This design comes from an exercise in tuning for small area on the open sky130 flow, not from production work. In this exercise RTL edits were held to simulation tests only and were not proved equivalent to the original. Power figures rest on the tool's default switching activity, not on a simulated workload.

**config.mk**
```make
export PLATFORM = sky130hd
export DESIGN_NAME = wiv_ex
export DESIGN_NICKNAME = wiv_ex
export VERILOG_FILES = /design/flow/design.v
export SDC_FILE = /design/flow/constraint.sdc
export NUM_CORES = 4
export LEC_CHECK = 0
export ABC_AREA = 1
export CAP_MARGIN = 10
export CORE_MARGIN = 2
export CORE_UTILIZATION = 50
export PLACE_DENSITY = 0.65
export SETUP_SLACK_MARGIN = 0.1
export SLEW_MARGIN = 10
export SYNTH_HIERARCHICAL = 1
export SYNTH_MINIMUM_KEEP_SIZE = 0
```
**constraint.sdc**
```tcl
create_clock -name core_clock -period 7.0 [get_ports {clk}]
set_input_delay 1.4000 -clock core_clock [delete_from_list [all_inputs] [get_ports {clk}]]
set_output_delay 1.4000 -clock core_clock [all_outputs]
set_load 0.01 [all_outputs]
```
**design.v**
```verilog
package WivDefines;
localparam bit [2:0] CL_SUM   = 3'd0;   
localparam bit [2:0] CL_SH    = 3'd1;   
localparam bit [2:0] CL_CMP   = 3'd2;   
localparam bit [2:0] CL_LOGIC = 3'd3;   
localparam bit [2:0] CL_B     = 3'd4;   
localparam bit [2:0] CL_A     = 3'd5;   
localparam bit [2:0] CL_ANDSX = 3'd6;   
endpackage : WivDefines
module ex_add64(
    input  [63:0] a,
    input  [63:0] b,
    input         cin,
    output [63:0] s,
    output        co,
    output [63:0] p,
    output [63:0] g0
);
    assign p  = a ^ b;
    assign g0 = a & b;
    wire [63:0] G [0:6];
    wire [63:0] P [0:6];
    assign G[0] = {g0[63:1], g0[0] | (p[0] & cin)};
    assign P[0] = p;
    genvar l, i;
    generate
        for (l = 1; l <= 6; l = l + 1) begin : up
            for (i = 0; i < 64; i = i + 1) begin : b_
                if ((i % (1 << l)) == (1 << l) - 1) begin : n
                    assign G[l][i] = G[l-1][i] | (P[l-1][i] & G[l-1][i - (1 << (l-1))]);
                    assign P[l][i] = P[l-1][i] & P[l-1][i - (1 << (l-1))];
                end else begin : c
                    assign G[l][i] = G[l-1][i];
                    assign P[l][i] = P[l-1][i];
                end
            end
        end
    endgenerate
    wire [63:0] D [1:6];
    assign D[6] = G[6];
    generate
        for (l = 5; l >= 1; l = l - 1) begin : dn
            for (i = 0; i < 64; i = i + 1) begin : b_
                if ((i % (1 << l)) == (1 << (l-1)) - 1 && i >= (1 << l)) begin : n
                    assign D[l][i] = D[l+1][i] | (P[l-1][i] & D[l+1][i - (1 << (l-1))]);
                end else begin : c
                    assign D[l][i] = D[l+1][i];
                end
            end
        end
    endgenerate
    wire [64:0] c = {D[1], cin};
    assign s = p ^ c[63:0];
    assign co = c[64];
endmodule
module ex_shift64(
    input  [63:0] a,
    input  [5:0]  amt,
    input         left,
    input         word,
    input         arith,
    output [63:0] y
);
    wire fill  = arith & (word ? a[31] : a[63]);
    wire right = ~left;
    wire wfill = ~left & word & fill;
    wire rfull = ~left & ~word;
    wire [63:0] x;
    genvar i, k;
    generate
        for (i = 0; i < 64; i = i + 1) begin : inp
            if (i < 32) begin : lo
                assign x[i] = (left & a[63-i]) | (right & a[i]);
            end else begin : hi
                assign x[i] = (left & a[63-i]) | (rfull & a[i]) | wfill;
            end
        end
    endgenerate
    wire [3:0] d0 = 4'b1 << amt[1:0];
    wire [3:0] d1 = 4'b1 << amt[3:2];
    wire [3:0] d2 = 4'b1 << amt[5:4];
    wire [3:0] n0 = ~d0, n1 = ~d1, n2 = ~d2;
    wire [63:0] z1, z2, z3;
    generate
        for (i = 0; i < 64; i = i + 1) begin : st
            wire [3:0] t1, t2, t3;
            for (k = 0; k < 4; k = k + 1) begin : tk
                assign t1[k] = n0[k] | ((i + k      < 64) ? x[(i + k) % 64]       : fill);
                assign t2[k] = n1[k] | ((i + 4*k    < 64) ? z1[(i + 4*k) % 64]    : fill);
                assign t3[k] = n2[k] | ((i + 16*k   < 64) ? z2[(i + 16*k) % 64]   : fill);
            end
            assign z1[i] = &t1;
            assign z2[i] = &t2;
            assign z3[i] = &t3;
        end
    endgenerate
    assign y = z3;
endmodule
module ex_sel #(parameter integer W = 1) (
    input          k,
    input          t,
    input  [W-1:0] q,
    input  [W-1:0] d,
    output [W-1:0] y
);
    assign y = ({W{k}} & q) | ({W{t}} & d);
endmodule
module ex_res(
    input  [63:0] sum,
    input  [63:0] z,
    input  [63:0] a,
    input  [63:0] b,
    input  [63:0] p,
    input  [63:0] g,
    input         s_sum,
    input         s_shr,
    input         s_shl,
    input         word,
    input         s_p,
    input         s_g,
    input         s_bna,
    input         s_sys,
    input         s_andsx,
    input         lt,
    output [63:0] y,
    output [63:0] csr
);
    wire ar31 = (s_sum & sum[31]) | (s_shr & z[31]) | (s_shl & z[32]);
    wire ext  = word & ar31;
    wire h_sum = s_sum & ~word;
    wire h_shr = s_shr & ~word;
    wire h_shl = s_shl & ~word;
    wire g_lo  = s_g | s_andsx;
    wire x_shr = s_shr | (s_andsx & b[5]);
    wire xh_shr = x_shr & ~word;
    wire [63:0] r;
    genvar i;
    generate
        for (i = 0; i < 64; i = i + 1) begin : bt
            if (i < 6) begin : lo6
                assign r[i] = (s_sum & sum[i]) | (s_shr & z[i]) | (s_shl & z[63-i])
                            | (s_p & p[i]) | (g_lo & g[i]) | (s_bna & p[i] & b[i])
                            | ((i == 0) ? lt : 1'b0);
            end else if (i < 32) begin : lo
                assign r[i] = (s_sum & sum[i]) | (x_shr & z[i]) | (s_shl & z[63-i])
                            | (s_p & p[i]) | (s_g & g[i]) | (s_bna & p[i] & b[i]);
            end else begin : hi
                assign r[i] = (h_sum & sum[i]) | (xh_shr & z[i]) | (h_shl & z[63-i]) | ext
                            | (s_p & p[i]) | (s_g & g[i]) | (s_bna & p[i] & b[i]);
            end
        end
    endgenerate
    assign y   = s_sys ? b : r;
    assign csr = {64{s_sys}} & r;
endmodule
module core_ex(
    input             clk,
    input             rst,
    input             stall,
    input             flush,
    input             id_valid,
    input      [63:0] id_pc,
    input      [6:0]  id_opcode,
    input      [2:0]  id_funct3,
    input      [6:0]  id_funct7,
    input      [63:0] id_dat_a,
    input      [63:0] id_dat_b,
    input      [4:0]  id_rd,
    input      [11:0] id_csr,
    input             id_we,
    input             id_ld,
    input             id_st,
    input             id_csr_st,
    input             id_amo,
    output reg        ex_valid,
    output reg [63:0] ex_pc,
    output reg [2:0]  ex_funct3,
    output reg [4:0]  ex_funct5,
    output     [63:0] ex_data,
    output reg [63:0] ex_addr,
    output reg [4:0]  ex_rd,
    output reg [11:0] ex_csr,
    output     [63:0] ex_csr_data,
    output reg        ex_we,
    output reg        ex_ld,
    output reg        ex_st,
    output reg        ex_csr_st,
    output reg        ex_amo
);
    wire [6:0] opc = id_opcode;
    wire [2:0] f3  = id_funct3;
    wire [6:0] f7  = id_funct7;
    wire is_alu = opc == 7'h13 || opc == 7'h33 || opc == 7'h1B || opc == 7'h3B;
    wire is_w   = opc == 7'h1B || opc == 7'h3B;
    wire is_reg = opc == 7'h33 || opc == 7'h3B;
    wire is_sys = opc == 7'h73;
    wire is_pass = opc == 7'h23 || opc == 7'h03 || opc == 7'h67 || opc == 7'h6F || opc == 7'h2F;
    reg [2:0] d_cl;
    reg [2:0] d_m;    
    always_comb begin
        d_cl = WivDefines::CL_SUM;
        d_m  = 3'b000;
        if (is_alu) begin
            case (f3)
                3'd0: begin d_cl = WivDefines::CL_SUM;   d_m = {1'b0, is_w, is_reg & f7[5]}; end
                3'd1: begin d_cl = WivDefines::CL_SH;    d_m = {1'b0, is_w, 1'b1}; end
                3'd2: begin d_cl = WivDefines::CL_CMP;   d_m = 3'b001; end
                3'd3: begin d_cl = WivDefines::CL_CMP;   d_m = 3'b000; end
                3'd4: begin d_cl = WivDefines::CL_LOGIC; d_m = 3'b001; end
                3'd5: begin d_cl = WivDefines::CL_SH;    d_m = {f7[5], is_w, 1'b0}; end
                3'd6: begin d_cl = WivDefines::CL_LOGIC; d_m = 3'b011; end
                default: begin d_cl = WivDefines::CL_LOGIC; d_m = 3'b010; end
            endcase
        end else if (is_sys) begin
            d_cl = WivDefines::CL_B;
        end else if (opc[1:0] == 2'b00) begin
            d_cl = (f3 == 3'd0) ? WivDefines::CL_SUM : WivDefines::CL_A;
        end else if (opc[1:0] == 2'b01) begin
            if (f3 == 3'd1) begin
                d_cl = WivDefines::CL_SUM; d_m = 3'b010;
            end else if (f3 == 3'd4) begin
                case (f7[1:0])
                    2'b00: begin d_cl = WivDefines::CL_SH; d_m = 3'b000; end
                    2'b01: begin d_cl = WivDefines::CL_SH; d_m = 3'b100; end
                    2'b10: begin d_cl = WivDefines::CL_ANDSX; end
                    default: begin
                        case (f7[4:2])
                            3'd0: begin d_cl = WivDefines::CL_SUM;   d_m = 3'b001; end
                            3'd1: begin d_cl = WivDefines::CL_LOGIC; d_m = 3'b001; end
                            3'd2: begin d_cl = WivDefines::CL_LOGIC; d_m = 3'b011; end
                            3'd3: begin d_cl = WivDefines::CL_LOGIC; d_m = 3'b010; end
                            3'd4: begin d_cl = WivDefines::CL_SUM;   d_m = 3'b011; end
                            3'd5: begin d_cl = WivDefines::CL_SUM;   d_m = 3'b010; end
                            default: begin d_cl = WivDefines::CL_LOGIC; d_m = 3'b000; end
                        endcase
                    end
                endcase
            end
        end else if (opc[1:0] == 2'b10) begin
            if (f3 == 3'd0) begin d_cl = WivDefines::CL_SH; d_m = 3'b001; end
            else d_cl = WivDefines::CL_A;
        end else if (is_pass) begin
            d_cl = WivDefines::CL_A;
        end
    end
    wire [2:0] d_f3 = (opc[1:0] != 2'b11 && (id_ld || id_st) && f3[1]) ? {1'b0, f3[1:0]} : f3;
    wire clr  = rst | flush;
    wire take = !clr && !stall && id_valid;
    wire keep = !clr && stall;
    reg [63:0] a_q;
    reg [2:0]  cl_q;
    reg [2:0]  m_q;
    reg [1:0]  sub_q;    
    reg        shf_q;    
    reg        shl_q;    
    reg        word_q;   
    wire [63:0] n_pc;
    ex_sel #(.W(64)) u_npc(.k(!clr && (stall || !id_valid)), .t(take), .q(ex_pc), .d(id_pc), .y(n_pc));
    localparam integer NR = 1 + 64 + 64 + 3 + 5 + 5 + 12 + 5;
    wire [NR-1:0] r_q = {ex_valid, a_q, ex_addr, ex_funct3, ex_funct5, ex_rd, ex_csr,
                         ex_we, ex_ld, ex_st, ex_csr_st, ex_amo};
    wire [NR-1:0] r_in = {1'b1, id_dat_a, id_dat_b, d_f3, f7[6:2], id_rd, id_csr,
                          id_we, id_ld, id_st, id_csr_st, id_amo};
    wire [NR-1:0] n_r;
    ex_sel #(.W(NR)) u_nr(.k(keep), .t(take), .q(r_q), .d(r_in), .y(n_r));
    wire       d_sub = (d_cl == WivDefines::CL_SUM && d_m[0]) || d_cl == WivDefines::CL_CMP;
    wire       d_shf  = d_cl == WivDefines::CL_SH;
    wire       d_word = (d_cl == WivDefines::CL_SUM || d_cl == WivDefines::CL_SH) && d_m[1];
    wire [10:0] n_c;
    ex_sel #(.W(11)) u_nc(.k(keep), .t(!keep), .q({cl_q, m_q, sub_q, shf_q, shl_q, word_q}),
                          .d({d_cl, d_m, {2{d_sub}}, d_shf, d_shf & d_m[0], d_word}), .y(n_c));
    always @(posedge clk) begin
        ex_pc <= n_pc;
        {ex_valid, a_q, ex_addr, ex_funct3, ex_funct5, ex_rd, ex_csr,
         ex_we, ex_ld, ex_st, ex_csr_st, ex_amo} <= n_r;
        {cl_q, m_q, sub_q, shf_q, shl_q, word_q} <= n_c;
    end
    wire [63:0] a = a_q;
    wire [63:0] b = ex_addr;
    wire c_sum   = cl_q == WivDefines::CL_SUM;
    wire c_sh    = cl_q == WivDefines::CL_SH;
    wire c_cmp   = cl_q == WivDefines::CL_CMP;
    wire c_logic = cl_q == WivDefines::CL_LOGIC;
    wire c_b     = cl_q == WivDefines::CL_B;
    wire c_a     = cl_q == WivDefines::CL_A;
    wire c_andsx = cl_q == WivDefines::CL_ANDSX;
    wire sub  = sub_q[0];
    wire word = word_q;
    wire [63:0] sum, p, g;
    wire        co;
    ex_add64 u_add(.a(a), .b(b ^ {{32{sub_q[1]}}, {32{sub_q[0]}}}), .cin(sub), .s(sum), .co(co), .p(p), .g0(g));
    wire [63:0] sh;
    ex_shift64 u_sh(.a(a), .amt({b[5] & ~word, b[4:0]} & {6{shf_q}}), .left(shl_q),
                    .word(word), .arith(m_q[2]), .y(sh));
    wire lt = c_cmp & ((a[63] ^ b[63]) ? (m_q[0] & a[63]) | (~m_q[0] & b[63]) : ~co);
    wire [1:0] cf = ex_funct3[1:0];
    ex_res u_res(
        .sum(sum), .z(sh), .a(a), .b(b), .p(p), .g(g),
        .s_sum(c_sum | (c_b & cf == 2'b00)),
        .s_shr((shf_q & ~shl_q) | c_a | (c_b & cf == 2'b01)), .s_shl(shl_q),
        .word(word),
        .s_p((c_logic & m_q[0]) | (c_b & cf == 2'b10)), .s_g((c_logic & m_q[1]) | (c_b & cf == 2'b10)),
        .s_bna(c_b & cf == 2'b11), .s_sys(c_b),
        .s_andsx(c_andsx), .lt(lt), .y(ex_data), .csr(ex_csr_data));
endmodule
module wiv_ex(
    input         clk,
    input         rst,
    input         stall,
    input         flush,
    input         id_valid,
    input  [63:0] id_pc,
    input  [6:0]  id_opcode,
    input  [2:0]  id_funct3,
    input  [6:0]  id_funct7,
    input  [63:0] id_dat_a,
    input  [63:0] id_dat_b,
    input  [4:0]  id_rd,
    input  [11:0] id_csr,
    input         id_we,
    input         id_ld,
    input         id_st,
    input         id_csr_st,
    input         id_amo,
    output        ex_valid,
    output [63:0] ex_pc,
    output [2:0]  ex_funct3,
    output [4:0]  ex_funct5,
    output [63:0] ex_data,
    output [63:0] ex_addr,
    output [4:0]  ex_rd,
    output [11:0] ex_csr,
    output [63:0] ex_csr_data,
    output        ex_we,
    output        ex_ld,
    output        ex_st,
    output        ex_csr_st,
    output        ex_amo
);
core_ex u_ex(
    .clk(clk),
    .rst(rst),
    .stall(stall),
    .flush(flush),
    .id_valid(id_valid),
    .id_pc(id_pc),
    .id_opcode(id_opcode),
    .id_funct3(id_funct3),
    .id_funct7(id_funct7),
    .id_dat_a(id_dat_a),
    .id_dat_b(id_dat_b),
    .id_rd(id_rd),
    .id_csr(id_csr),
    .id_we(id_we),
    .id_ld(id_ld),
    .id_st(id_st),
    .id_csr_st(id_csr_st),
    .id_amo(id_amo),
    .ex_valid(ex_valid),
    .ex_pc(ex_pc),
    .ex_funct3(ex_funct3),
    .ex_funct5(ex_funct5),
    .ex_data(ex_data),
    .ex_addr(ex_addr),
    .ex_rd(ex_rd),
    .ex_csr(ex_csr),
    .ex_csr_data(ex_csr_data),
    .ex_we(ex_we),
    .ex_ld(ex_ld),
    .ex_st(ex_st),
    .ex_csr_st(ex_csr_st),
    .ex_amo(ex_amo)
);
endmodule
```
**flow/run.sh**
```bash
#!/bin/bash
# Own layout flow: the standard flow (standard.sh) with these changes:
#  - synthesis (flow/synth.tcl, the standard script with the abc call wrapped) maps
#    the adder module with the standard ABC script and every other module with an
#    area-oriented one (flow/abc_small.script); registers are mapped before ABC,
#    exactly as in the standard synthesis;
#  - the port buffers that placement inserts are sky130_fd_sc_hd__buf_1;
#  - clock tree synthesis uses clkbuf_2 (clkbuf_8 at the root) and no dummy loads.
set -euo pipefail
WORK=$(cd "$(dirname "$0")/.." && pwd)
export MY_ABC_AREA="$WORK/flow/abc_small.script"
export MY_ABC_FAST_MODULES="ex_add64"
export BUFFER_PORTS_ARGS="-buffer_cell sky130_fd_sc_hd__buf_1"
export CTS_ARGS="-sink_clustering_enable -repair_clock_nets -buf_list sky130_fd_sc_hd__clkbuf_2 -root_buf sky130_fd_sc_hd__clkbuf_8 -dont_use_dummy_load"
sed "s#SYNTH_SCRIPT=[^ ]*#SYNTH_SCRIPT=$WORK/flow/synth.tcl#" "$WORK/standard.sh" > "$WORK/own_standard.sh"
bash "$WORK/own_standard.sh" > "$WORK/own_flow.log" 2>&1
```
**flow/abc_small.script**
```
strash
dch
amap -F 4 -A 10
topo
```
**flow/synth.tcl**
```tcl
proc synth {args} { yosys synth -nofsm -noshare {*}$args }
proc abc {args} {
  set i [lsearch -exact $args -script]
  if {$i >= 0 && [info exists ::env(MY_ABC_AREA)] && $::env(MY_ABC_AREA) ne ""} {
    set small $args
    lset small [expr {$i + 1}] $::env(MY_ABC_AREA)
    set fast [list]
    foreach m $::env(MY_ABC_FAST_MODULES) {
      lappend fast "=$m"
      if {[llength $fast] > 1} { lappend fast %u }
    }
    if {[llength $fast] > 0} {
      yosys abc {*}$args {*}$fast
      yosys abc {*}$small {*}$fast %n
    } else {
      yosys abc {*}$small
    }
  } else {
    yosys abc {*}$args
  }
}
source $::env(SCRIPTS_DIR)/synth.tcl
# left out here: clear keep_hierarchy, flatten, clean up, hide names made inside functions, write 1_2_yosys.v
```
**standard.sh**
```bash
#!/bin/bash
# synth_recipe.tcl (not shown) runs the flow's synth.tcl, then flattens the netlist and writes it again
# the make line also repeats each setting of config.mk as NAME=value (left out here)
make -C /OpenROAD-flow-scripts/flow DESIGN_CONFIG=/design/flow/config.mk WORK_HOME=/design/flow/orfs CLKGATE_MAP_FILE= SYNTH_SCRIPT=/design/flow/synth_recipe.tcl "${@:-finish}"
```
==> metrics.yaml, run 1 <==
synthesis:
  syn_avg_cell_area_um2: 7.77
  syn_inst: 2229
  ys_seq_elements: 234
  ys_seq_area_frac: 0.270
  synthesis.area_um2: 17300
  syn-num-nets: 2562
  ys_warn_count: 436
  synth_edf_count: 0
  yosysUniqueCellTypes: 54
  ys.flop_type: "dfxtp_1"
  synth_async_sr_flop_share: 0
pwr:
  total_leakage_power_uw: 0.00840
  p_per_area_nw_per_um2: 147
  peakVddDrop_mv: 0.154
setup_path:
  worstSetupEndpointType: "output pin"
  arrival_ps: 5420
  setup.worst_path.start_class: "flip-flop"
  crit_slowest_cell: "dfxtp_4"
  crit_type: "reg -> out"
  max_stage_delay_ps: 420
  cp.required_ps: 5600
  critical_path.max_fanout: 28
sta:
  worstMarginPinSlew_ps: 1150
  rsz0062_at_grt: "no"
  finalHoldViolations: 0
  fin_skew_ps: 0
  hold_slack_ps: 481
  min_period_ps: 6820
  setup_tns_ps: 0
  fmax_mhz: 147
  slew_violations: 0
  period_share: 0.974
  setup_ws_ps: 182
  maxSlewHeadroom: 0.233
  setup_viol: 0
die:
  coreArea_um2: 34400
  chipWidth_um: 190
  initial_utilization: 0.504
  io-pin-count: 523
  placementRows: 68
  dieArea_um2: 36200
  die_y_um: 190
clocking:
  clock_latency_ps: 600
  cts_tree: "yes"
  clk_pin_slew_ps: 100
  clk_path_buf_depth: 3
  cts_num_sinks: 234
  cts_made_buffers: 59
  cts_root_buffer: "clkbuf_8"
  htree_levels: 2
  cts_hold_buf: 0
placement:
  dp_hpwl_mm: 66.6
  dp_slack_ps: 529
  place_congestion: 1.08
  io_buffers: 522
route:
  drc: 0
  wl_mm: 90.6
  drt-pass1-iter-count: 12
  routedWlPerCell_um: 26.9
  viasPerCell: 6.98
  drtIter0Drc: 3695
  vias: 23500
  postRouteAntennaNets: 0
final_layout:
  final_cell_mix: "buf_1, nor2_1, a22o_1"
  postLayoutCoreUtil: 0.617
  area_growth_pct: 22.5
  drive_above_1_share: 0.0724
  final_common_cell: "buf_1"
  finalNetCount: 3237
global_routing:
  grt_pass1_vias: 21500
  track_usage: 0.469
  antenna_found_initial: 16
  overflow: 0
  grt_max_degree: 102
  grt_pass1_wl_mm: 129
run_status:
  status: "no timing/DRC/antenna violations"
min_path:
  hold_path.class: "reg -> reg"
run:
  drv_cap: 0
==> final timing paths <==
path | start | to | slack [ps] | cells after the start
setup reg to reg | u_ex.shl_q$_DFF_P_ | u_ex.shl_q$_DFF_P_ | 5470 | 3
hold / removal | u_ex.ex_funct5[0]$_DFF_P_ | u_ex.ex_funct5[0]$_DFF_P_ | 480 | 1
hold reg to reg | u_ex.ex_funct5[0]$_DFF_P_ | u_ex.ex_funct5[0]$_DFF_P_ | 480 | 1
setup / recovery | u_ex.sub_q[0]$_DFF_P_ | ex_data[63] | 180 | 27
==> cell type report <==
| type | instances | area (um^2) |
|---|---|---|
| antenna | 14 | 35.0 |
| clock buffer | 59 | 339 |
| fill | 3139 | 13200 |
| inverter | 266 | 1010 |
| multi-input combinational | 1729 | 11800 |
| sequential | 234 | 4690 |
| tap | 455 | 569 |
| timing repair buffer | 614 | 2750 |
==> logic make-up after synthesis <==
logic type / count (synthesis) / share of synthesized area
simple gates: 590 / 0.143
fa+ha+maj: 97 / 0.0843
other cells: 1 / 0.000216
flops: 234 / 0.270
xor+xnor: 31 / 0.0157
compound gates: 1010 / 0.429
buf+inv: 266 / 0.0576
==> timing repair <==
item                       CTS  global route
pin swaps                    0             3
setup buffers                0             7
gates resized for setup      4            22
gates cloned                 0             2
setup endpoints to repair   45            71
==> stage by stage <==
stage               instances  instance area, um^2  power (uW)
floorplan                2229                17400        1910
global placement         3289                20600        2250
detailed placement       3289                20600        2270
CTS                      3348                21000        3060
global route             3367                21200        3210
finish                   3371                21200        3110
==> synthesized netlist by cell type (all sizes together), types with 6 or more instances <==
cell type	number	area share
o22ai	180	0.065
a221oi	49	0.025
clkinv	202	0.044
a21oi	134	0.039
ha	64	0.046
nand2	208	0.048
o22a	17	0.0086
nand4	18	0.0065
a221o	17	0.0098
o221a	21	0.014
o221ai	53	0.027
o21ai	127	0.037
o21a	20	0.0087
a31oi	24	0.0087
a22o	235	0.12
nand3	37	0.011
a21o	6	0.0026
fa	33	0.038
xnor2	9	0.0045
inv	64	0.014
nor2	268	0.058
dfxtp	234	0.27
a211oi	12	0.0052
a22oi	25	0.011
a222oi	65	0.038
nor3	47	0.014
xor2	22	0.011
==> Yosys stat by module (local to each module, per instance), a selection <==
module      area, um^2  copies in the design  flops+latches
core_ex           5790                     1            234
ex_shift64        3850                     1              0
ex_res            2820                     1              0
ex_add64          2810                     1              0
==> where the power goes <==
group | leakage, uW | total [uW] | internal (uW) | switching, uW
clock | 0.000260 | 815 | 269 | 546
sequential | 0.00190 | 1400 | 1360 | 41.1
combinational | 0.00624 | 893 | 289 | 603
==> flip-flops by register name, summed over array words and instances (netlist names) <==
name            flops
u_ex.ex_ld          1
u_ex.m_q            3
u_ex.ex_addr       64
u_ex.word_q         1
u_ex.ex_amo         1
u_ex.ex_valid       1
u_ex.ex_funct3      3
u_ex.sub_q          2
u_ex.ex_csr        12
u_ex.ex_csr_st      1
u_ex.shf_q          1
u_ex.a_q           64
u_ex.ex_rd          5
u_ex.ex_funct5      5
u_ex.shl_q          1
u_ex.ex_pc         64
u_ex.ex_st          1
u_ex.cl_q           3
u_ex.ex_we          1
==> worst max-delay path, delay by kind of cell (launching register included) <==
family                   cells  cell delay (ps)
AND/OR/NAND/NOR             14             1470
AO/OA/AOI/OAI                6             1360
adder cells (fa/ha/maj)      2              700
buffers and inverters        4              660
flip-flops                   1              420
XOR/XNOR                     1              170
==> metal layers <==
metal / global-route usage / part of all wire
met1: 0.595 / 0.37
met2: 0.700 / 0.43
met3: 0.157 / 0.14
met4: 0.256 / 0.060
met5: 0 / 0.00071
==> inputs of run 2 (changes only) <==
--- a/config.mk
+++ b/config.mk
@@ -10,7 +10,7 @@
 export CORE_MARGIN = 2
 export CORE_UTILIZATION = 50
 export PLACE_DENSITY = 0.65
-export SETUP_SLACK_MARGIN = 0.1
+export SETUP_SLACK_MARGIN = 0.25
 export SLEW_MARGIN = 10
 export SYNTH_HIERARCHICAL = 1
 export SYNTH_MINIMUM_KEEP_SIZE = 0
==> metrics.yaml, run 2 <==
synthesis:
  synthesis.area_um2: 17300  # unchanged
  ys_seq_area_frac: 0.270  # unchanged
  yosysTopAreaCell: "dfxtp_1"
  ys_warn_count: 436  # unchanged
  synthMostInstantiatedCell: "nor2_1"
  synth_top_area_frac: 0.270  # unchanged
  yosysUniqueCellTypes: 54  # unchanged
  ys_seq_elements: 234  # unchanged
  synth_commonest_cells: "nor2_1, a22o_1, dfxtp_1"
  syn_avg_cell_area_um2: 7.77  # unchanged
  synth_async_sr_flop_share: 0  # unchanged
  synth_area_leaders: "dfxtp_1, a22o_1, o22ai_1"
  syn_inst: 2229  # unchanged
  syn-num-nets: 2562  # unchanged
  synth_edf_count: 0  # unchanged
  ys.flop_type: "dfxtp_1"
global_routing:
  grt_pass1_vias: 21900  # +1.7%
  gr-usage-met2: 0.709  # +0.00969
  grt_max_degree: 84  # -18%
  track_usage: 0.475  # +0.00600
  grt_use_met1: 0.602  # +0.00743
  antenna_found_initial: 11  # -5
  overflow: 0  # unchanged
  use_met3: 0.142  # -0.0149
  grt_pass1_wl_mm: 131  # +1.5%
  busiest_layer: "met2"
route:
  wl_mm: 91.8  # +1.3%
  drc: 0  # unchanged
  postRouteAntennaNets: 0  # unchanged
  vias: 23600  # +0.52%
  routedWlPerCell_um: 27.2  # +1.1%
  viasPerCell: 7.00  # +0.37%
  drt-pass1-iter-count: 11  # -1
  drtIter0Drc: 4054  # +9.7%
setup_path:
  timing.rr.start: "u_ex.shl_q$_DFF_P_"
  critical_path.max_fanout: 14  # -50%
  arrival_ps: 5300  # -120 ps
  crit_type: "reg -> out"
  ff2ff_path_depth: 2  # -1
  setup.worst_path.start_class: "flip-flop"
  cp.required_ps: 5600  # about the same
  worstSetupEndpointType: "output pin"
  r2r-end: "u_ex.shl_q$_DFF_P_"
  critPathLaunch: "u_ex.sub_q[0]$_DFF_P_"
  rrSetupSlack_ps: 5670  # +200 ps
clocking:
  cts_made_buffers: 61  # +3.4%
  cts_tree: "yes"
  htree_levels: 2  # unchanged
  cts_root_buffer: "clkbuf_8"
  clk_path_buf_depth: 3  # unchanged
  clk_pin_slew_ps: 90  # about the same
  clock_latency_ps: 610  # about the same
  cts_num_sinks: 234  # unchanged
final_layout:
  drive_above_1_share: 0.0824  # +0.0101
  area_growth_pct: 23.5
  finalNetCount: 3247  # +0.31%
  final_cell_mix: "buf_1, nor2_1, a22o_1"
  finalNonFillerCells: 3376  # +0.15%
  nFillCells: 3059  # -2.5%
  final_common_cell: "buf_1"
sta:
  min_period_ps: 6700  # -114 ps
  rsz0062_at_grt: "yes"
  slew_violations: 0  # unchanged
  finalHoldViolations: 0  # unchanged
  maxSlewHeadroom: 0.184  # -0.0490
  fmax_mhz: 149  # +1.7%
  setup_viol: 0  # unchanged
  fin_skew_ps: 0  # unchanged
  period_share: 0.958  # -0.0163
  setup_tns_ps: 0  # unchanged
  worstMarginPinSlew_ps: 1220  # +73.4 ps
pwr:
  peakVddDrop_mv: 0.148  # -3.6%
  total_leakage_power_uw: 0.00851  # +1.3%
  p_per_area_nw_per_um2: 146  # -0.21%
die:
  placementRows: 68  # unchanged
  coreArea_um2: 34400  # unchanged
  initial_utilization: 0.504  # unchanged
  io-pin-count: 523  # unchanged
  die_y_um: 190  # unchanged
  chipWidth_um: 190  # unchanged
  dieArea_um2: 36200  # unchanged
run:
  drv_cap: 0  # unchanged
placement:
  place_congestion: 1.06  # -2.3%
  io_buffers: 522  # unchanged
  dp_hpwl_mm: 67.1  # +0.72%
  dpl.cell_count: 3294  # +0.15%
run_status:
  status: "no timing/DRC/antenna violations"
min_path:
  hold_path_depth: 1  # unchanged
  worstHoldStart: "u_ex.ex_csr[8]$_DFF_P_"
  hold_path.class: "reg -> reg"
  holdPathEnd: "u_ex.ex_csr[8]$_DFF_P_"
run 2: changes by cell type in the layout (fill, tap and decap cells not counted), moves of 4 or more:
| cell | delta |
|---|---|
| clkbuf_2 | +5 |
| a21oi_1 | -6 |
| buf_4 | +4 |
| buf_1 | -4 |
| a21oi_2 | +6 |
| diode_2 | -5 |
run 2: metal layers:
metal  vias up  wire, um
met4         8      5770
li1      10100         -
met2      1980     39400
met1     11100     33900
met5         -        48
met3       445     12600
run 2: timing repair:
item,CTS,global route
hold endpoints to repair,0,0
resized for setup,12,44
hold buffers,0,0
setup endpoints to repair,37,74
buffers inserted,0,8
pin swaps,1,5
cloned,1,3
run 2: kinds of logic after synthesis:
kind of cell             synth area share
buffers and inverters              0.0576
other                            0.000216
flip-flops                          0.270
XOR/XNOR                           0.0157
AND/OR/NAND/NOR                     0.143
AO/OA/AOI/OAI                       0.429
adder cells (fa/ha/maj)            0.0843
run 2: per-module statistics from Yosys, one instance, submodules excluded, excerpt:
module	flip-flops and latches	copies in the design	cells inside
core_ex	234	1	472
ex_add64	0	1	354
ex_res	0	1	523
ex_shift64	0	1	646
run 2: cell type report:
cell class / count / area (um^2) / share of cell area
antenna: 9 / 22.5 / 0.00105
tap: 455 / 569 / 0.0266
timing repair buffer: 622 / 2840 / 0.133
inverter: 266 / 1010 / 0.0471
multi-input combinational: 1729 / 11900 / 0.556
clock buffer: 61 / 349 / 0.0163
sequential: 234 / 4700 / 0.220
run 2: power by group:
| group | total (uW) | switching (uW) | internal, uW | leakage (uW) |
|---|---|---|---|---|
| Combinational | 909 | 615 | 294 | 0.00634 |
| Clock | 818 | 542 | 276 | 0.000269 |
| Sequential | 1400 | 40.4 | 1360 | 0.00190 |
| Total | 3130 | 1200 | 1930 | 0.00851 |
run 2: worst max-delay path, cell delays in order, from the launching register on:
cell	delay, ps
dfxtp_4	460
buf_12	210
nor2_1	80
a21oi_2	160
ha_1	290
nand2_1	140
inv_1	70
a21oi_2	190
nand2_4	130
nand2_2	100
nand2_4	100
a31oi_4	230
o21bai_2	120
nand3_1	80
nand3_1	100
fa_2	350
xor2_1	200
a22o_1	270
a2111oi_1	910
buf_4	250
o21ai_0	80
buf_1	160
run 2: worst max-delay path by stage:
stage	to	slack [ps]	depth (start not counted)
after floorplan	ex_data[31]	310	8
after global placement	ex_data[31]	570	21
after detailed placement	ex_data[31]	580	23
after CTS	ex_data[54]	270	27
after global routing	ex_data[31]	210	21
final	ex_data[31]	300	21
run 2: metrics by stage:
stage | total power, uW | area (um^2) | hold WS (ps) | util | setup slack [ps]
after floorplan | 1910 | 17400 | 441 | - | 314
after global placement | 2260 | 20600 | 454 | 0.600 | 567
after detailed placement | 2270 | 20600 | 453 | 0.600 | 578
after CTS | 3070 | 21100 | 481 | 0.613 | 268
after global routing | 3230 | 21400 | 496 | 0.622 | 206
final | 3130 | 21400 | 483 | 0.622 | 296
==> inputs of run 3 (changes only) <==
--- a/config.mk
+++ b/config.mk
@@ -8,9 +8,9 @@
 export ABC_AREA = 1
 export CAP_MARGIN = 10
 export CORE_MARGIN = 2
-export CORE_UTILIZATION = 50
-export PLACE_DENSITY = 0.65
-export SETUP_SLACK_MARGIN = 0.25
+export CORE_UTILIZATION = 60
+export PLACE_DENSITY = 0.75
+export SETUP_SLACK_MARGIN = 0.1
 export SLEW_MARGIN = 10
 export SYNTH_HIERARCHICAL = 1
 export SYNTH_MINIMUM_KEEP_SIZE = 0
==> metrics.yaml, run 3 <==
global_routing:
  grt_pass1_vias: 21800  # -0.63%
  grt_max_degree: 96  # +14%
  overflow: 0  # unchanged
  busiest_layer: "met2"
  antenna_found_initial: 17  # +6
  track_usage: 0.531  # +0.0558
  gr-usage-met2: 0.774  # +0.0644
  grt_use_met1: 0.652  # +0.0495
  grt_pass1_wl_mm: 126  # -4.4%
  use_met3: 0.212  # +0.0701
pwr:
  p_per_area_nw_per_um2: 148  # +1.5%
  peakVddDrop_mv: 0.142  # -4.2%
  total_leakage_power_uw: 0.00825  # -3.0%
placement:
  io_buffers: 522  # unchanged
  dp_hpwl_mm: 62.6  # -6.7%
  place_congestion: 1.09  # +3.3%
  dpl.cell_count: 3207  # -2.6%
die:
  initial_utilization: 0.607  # +0.103
  io-pin-count: 523  # unchanged
  placementRows: 62  # -8.8%
  coreArea_um2: 28500  # -17%
  dieArea_um2: 30300  # -16%
  die_y_um: 174  # -8.5%
  chipWidth_um: 174  # -8.5%
setup_path:
  crit_type: "reg -> out"
  rrSetupSlack_ps: 5690  # +20 ps
  arrival_ps: 5420  # +120 ps
  critical_path.max_fanout: 32  # +18
  max_stage_delay_ps: 980  # +70 ps
  timing.rr.start: "u_ex.shl_q$_DFF_P_"
  worstSetupEndpointType: "output pin"
  crit_slowest_cell: "a211oi_1"
  path_buf_inv: 4  # unchanged
  worstPathCellList: "o221ai_1 -> clkinv_1 -> nand3_1 -> buf_4 -> o221ai_1 -> o22ai_1 -> a221oi_1 -> nor2_1 -> a211oi_1 -> nor2_1 -> nor3_1 -> clkinv_1 -> o21ai_0 -> a21oi_1 -> o21ai_0 -> buf_1"
  setup.worst_path.start_class: "flip-flop"
  cp.required_ps: 5600  # about the same
  crit_family: "compound AO/OA/AOI/OAI gates"
  r2r-end: "u_ex.shl_q$_DFF_P_"
  ff2ff_path_depth: 2  # unchanged
sta:
  rsz0062_at_grt: "no"
  fin_skew_ps: 0  # unchanged
  fmax_mhz: 147  # -1.7%
  setup_tns_ps: 0  # unchanged
  period_share: 0.974  # +0.0166
  slew_violations: 0  # unchanged
  hold_slack_ps: 484  # +1.26 ps
  setup_viol: 0  # unchanged
  maxSlewHeadroom: 0.0242  # -0.160
  finalHoldViolations: 0  # unchanged
  min_period_ps: 6820  # +116 ps
  worstMarginPinSlew_ps: 1460  # +242 ps
synthesis:
  ys.flop_type: "dfxtp_1"
  ys_seq_elements: 234  # unchanged
  synth-compound-area-share: 0.429  # unchanged
  yosys.area_share.simple: 0.143  # unchanged
  syn_inst: 2229  # unchanged
  syn_avg_cell_area_um2: 7.77  # unchanged
  yosysTopAreaCell: "dfxtp_1"
  synth_top_area_frac: 0.270  # unchanged
  synth_top_family_by_area: "compound AO/OA/AOI/OAI gates"
  synth_async_sr_flop_share: 0  # unchanged
  ys_warn_count: 436  # unchanged
  synthesis.area_um2: 17300  # unchanged
  synth_xor_xnor_area_share: 0.0157  # unchanged
  synthAdderAreaFrac: 0.0843  # unchanged
  synth_mux_area_frac: 0  # unchanged
  synthMostInstantiatedCell: "nor2_1"
  synth_area_leaders: "dfxtp_1, a22o_1, o22ai_1"
  ys_seq_area_frac: 0.270  # unchanged
  yosysUniqueCellTypes: 54  # unchanged
  syn-num-nets: 2562  # unchanged
  synth_commonest_cells: "nor2_1, a22o_1, dfxtp_1"
  synth_edf_count: 0  # unchanged
run:
  drv_cap: 0  # unchanged
final_layout:
  final_common_cell: "buf_1"
  area_growth_pct: 20.4
  finalNonFillerCells: 3280  # -2.8%
  nFillCells: 2153  # -30%
  finalNetCount: 3215  # -0.99%
  final_cell_mix: "buf_1, nor2_1, a22o_1"
  drive_above_1_share: 0.0618  # -0.0206
route:
  viasPerCell: 7.25  # +3.6%
  drt-pass1-iter-count: 14  # +3
  wl_mm: 85.9  # -6.3%
  postRouteAntennaNets: 0  # unchanged
  vias: 23800  # +0.65%
  drc: 0  # unchanged
  drtIter0Drc: 4474  # +10%
  routedWlPerCell_um: 26.2  # -3.6%
clocking:
  post_cts_buffers: 0  # unchanged
  cts_hold_buf: 0  # unchanged
  clk_path_buf_depth: 3  # unchanged
  cts_tree: "yes"
  clock_latency_ps: 540  # -70 ps
  htree_levels: 2  # unchanged
  cts_root_buffer: "clkbuf_8"
  cts_resized: 1  # -11
  cts_made_buffers: 57  # -6.6%
  cts_num_sinks: 234  # unchanged
  clk_pin_slew_ps: 120  # +30 ps
min_path:
  worstHoldStart: "u_ex.ex_pc[48]$_DFF_P_"
  hold_path.class: "reg -> reg"
  hold_path_depth: 1  # unchanged
  holdPathEnd: "u_ex.ex_pc[48]$_DFF_P_"
run_status:
  status: "no timing/DRC/antenna violations"
run 3: cell types whose count changed in the layout (fill, tap and decap cells not counted), moves of 3 or more:
cell and delta:
a21oi_1 +7, a21oi_2 -7, a221oi_1 +4, a221oi_2 -4, a31oi_1 +4, a31oi_2 -4
buf_1 +4, buf_4 -22, clkbuf_2 -7, diode_2 +7, nand2_1 +4, nor3_1 +3
nor3_2 -3
run 3: cells by family (layout without fill, tap and decap cells):
| family | Yosys count | count (layout) |
|---|---|---|
| AO/OA/AOI/OAI | 1010 | 1010 |
| AND/OR/NAND/NOR | 590 | 590 |
| buffers and inverters | 266 | 917 |
| flip-flops | 234 | 234 |
| adder cells (fa/ha/maj) | 97 | 97 |
| XOR/XNOR | 31 | 31 |
| other | 1 | 17 |
run 3: per-module statistics from Yosys, one instance, submodules excluded, excerpt:
| module | copies in the design | flops+latches | area [um^2] |
|---|---|---|---|
| ex_shift64 | 1 | 0 | 3850 |
| ex_add64 | 1 | 0 | 2810 |
| ex_res | 1 | 0 | 2820 |
| core_ex | 1 | 234 | 5790 |
run 3: area by class of cell:
| type | count | area (um^2) | area share |
|---|---|---|---|
| tap | 384 | 480 | 0.0230 |
| timing repair buffer | 594 | 2550 | 0.122 |
| multi-input combinational | 1729 | 11800 | 0.563 |
| antenna | 16 | 40.0 | 0.00192 |
| clock buffer | 57 | 329 | 0.0158 |
| sequential | 234 | 4690 | 0.225 |
| inverter | 266 | 1010 | 0.0485 |
run 3: report_power, final:
group	leakage [uW]	switching [uW]	internal (uW)
Combinational	0.00610	597	281
Clock	0.000252	552	261
Sequential	0.00190	42.8	1360
Total	0.00825	1190	1900
run 3: worst max path at each step:
| stage | startpoint | endpoint | slack (ps) | depth (start not counted) |
|---|---|---|---|---|
| after global placement | u_ex.sub_q[0]$_DFF_P_ | ex_csr_data[31] | 880 | 20 |
| after detailed placement | u_ex.sub_q[0]$_DFF_P_ | ex_csr_data[31] | 580 | 21 |
| after floorplan | u_ex.shl_q$_DFF_P_ | ex_data[32] | 230 | 15 |
| after CTS | u_ex.sub_q[0]$_DFF_P_ | ex_data[47] | 110 | 24 |
| after global routing | u_ex.ex_addr[0]$_DFF_P_ | ex_data[40] | 80 | 26 |
| final | u_ex.a_q[31]$_DFF_P_ | ex_data[17] | 180 | 16 |
run 3: worst reg2reg max path, delay by kind of cell (launching register included):
kind / cells / cell delay (ps)
flops: 1 / 340
buf+inv: 1 / 680
compound gates: 1 / 230
run 3: metal layers:
metal,up-vias,wire length (um),share of wire
met5,-,53,0.00062
met1,10900,29800,0.35
met3,568,14100,0.16
met4,8,6470,0.075
li1,10100,-,-
met2,2273,35500,0.41
run 3: metrics by stage:
stage,setup WS [ps],cell area [um^2],util,total power [uW]
3_3_place_gp,877,20400,0.715,2230
2_1_floorplan,229,17400,-,1910
4_1_cts,109,20700,0.727,3010
6_report,180,20900,0.731,3100
3_5_place_dp,582,20400,0.715,2250
5_1_grt,79.1,20800,0.730,3170

-- what the ideal ports hide --
Ports are ideal in the flow. The routed layouts listed here were re-timed in OpenROAD. Step 1, drivers: a clkbuf_16 drives clk and a buf_2 each remaining input, both assumed. Step 2 also shifts input and output timing later by t, the mid clock arrival at the registers, as if the neighbouring blocks saw the same clock. Three values: ideal ports, drivers, drivers and shift; two values: the first two.
run | t, ns | slack for setup (ns) | worst setup path at the end | worst slew at a driven data input, ns | cell pins on the clock port's net
run 1 | 0.656 | 0.182 / 0.130 / 0.787 | register to output | 0.14 | 1
run 2 | 0.641 | 0.296 / 0.241 / 0.882 | register to output | 0.13 | 1
run 3 | 0.624 | 0.180 / 0.126 / 0.750 | register to output | 0.14 | 1
After both steps every run listed still meets setup and hold.
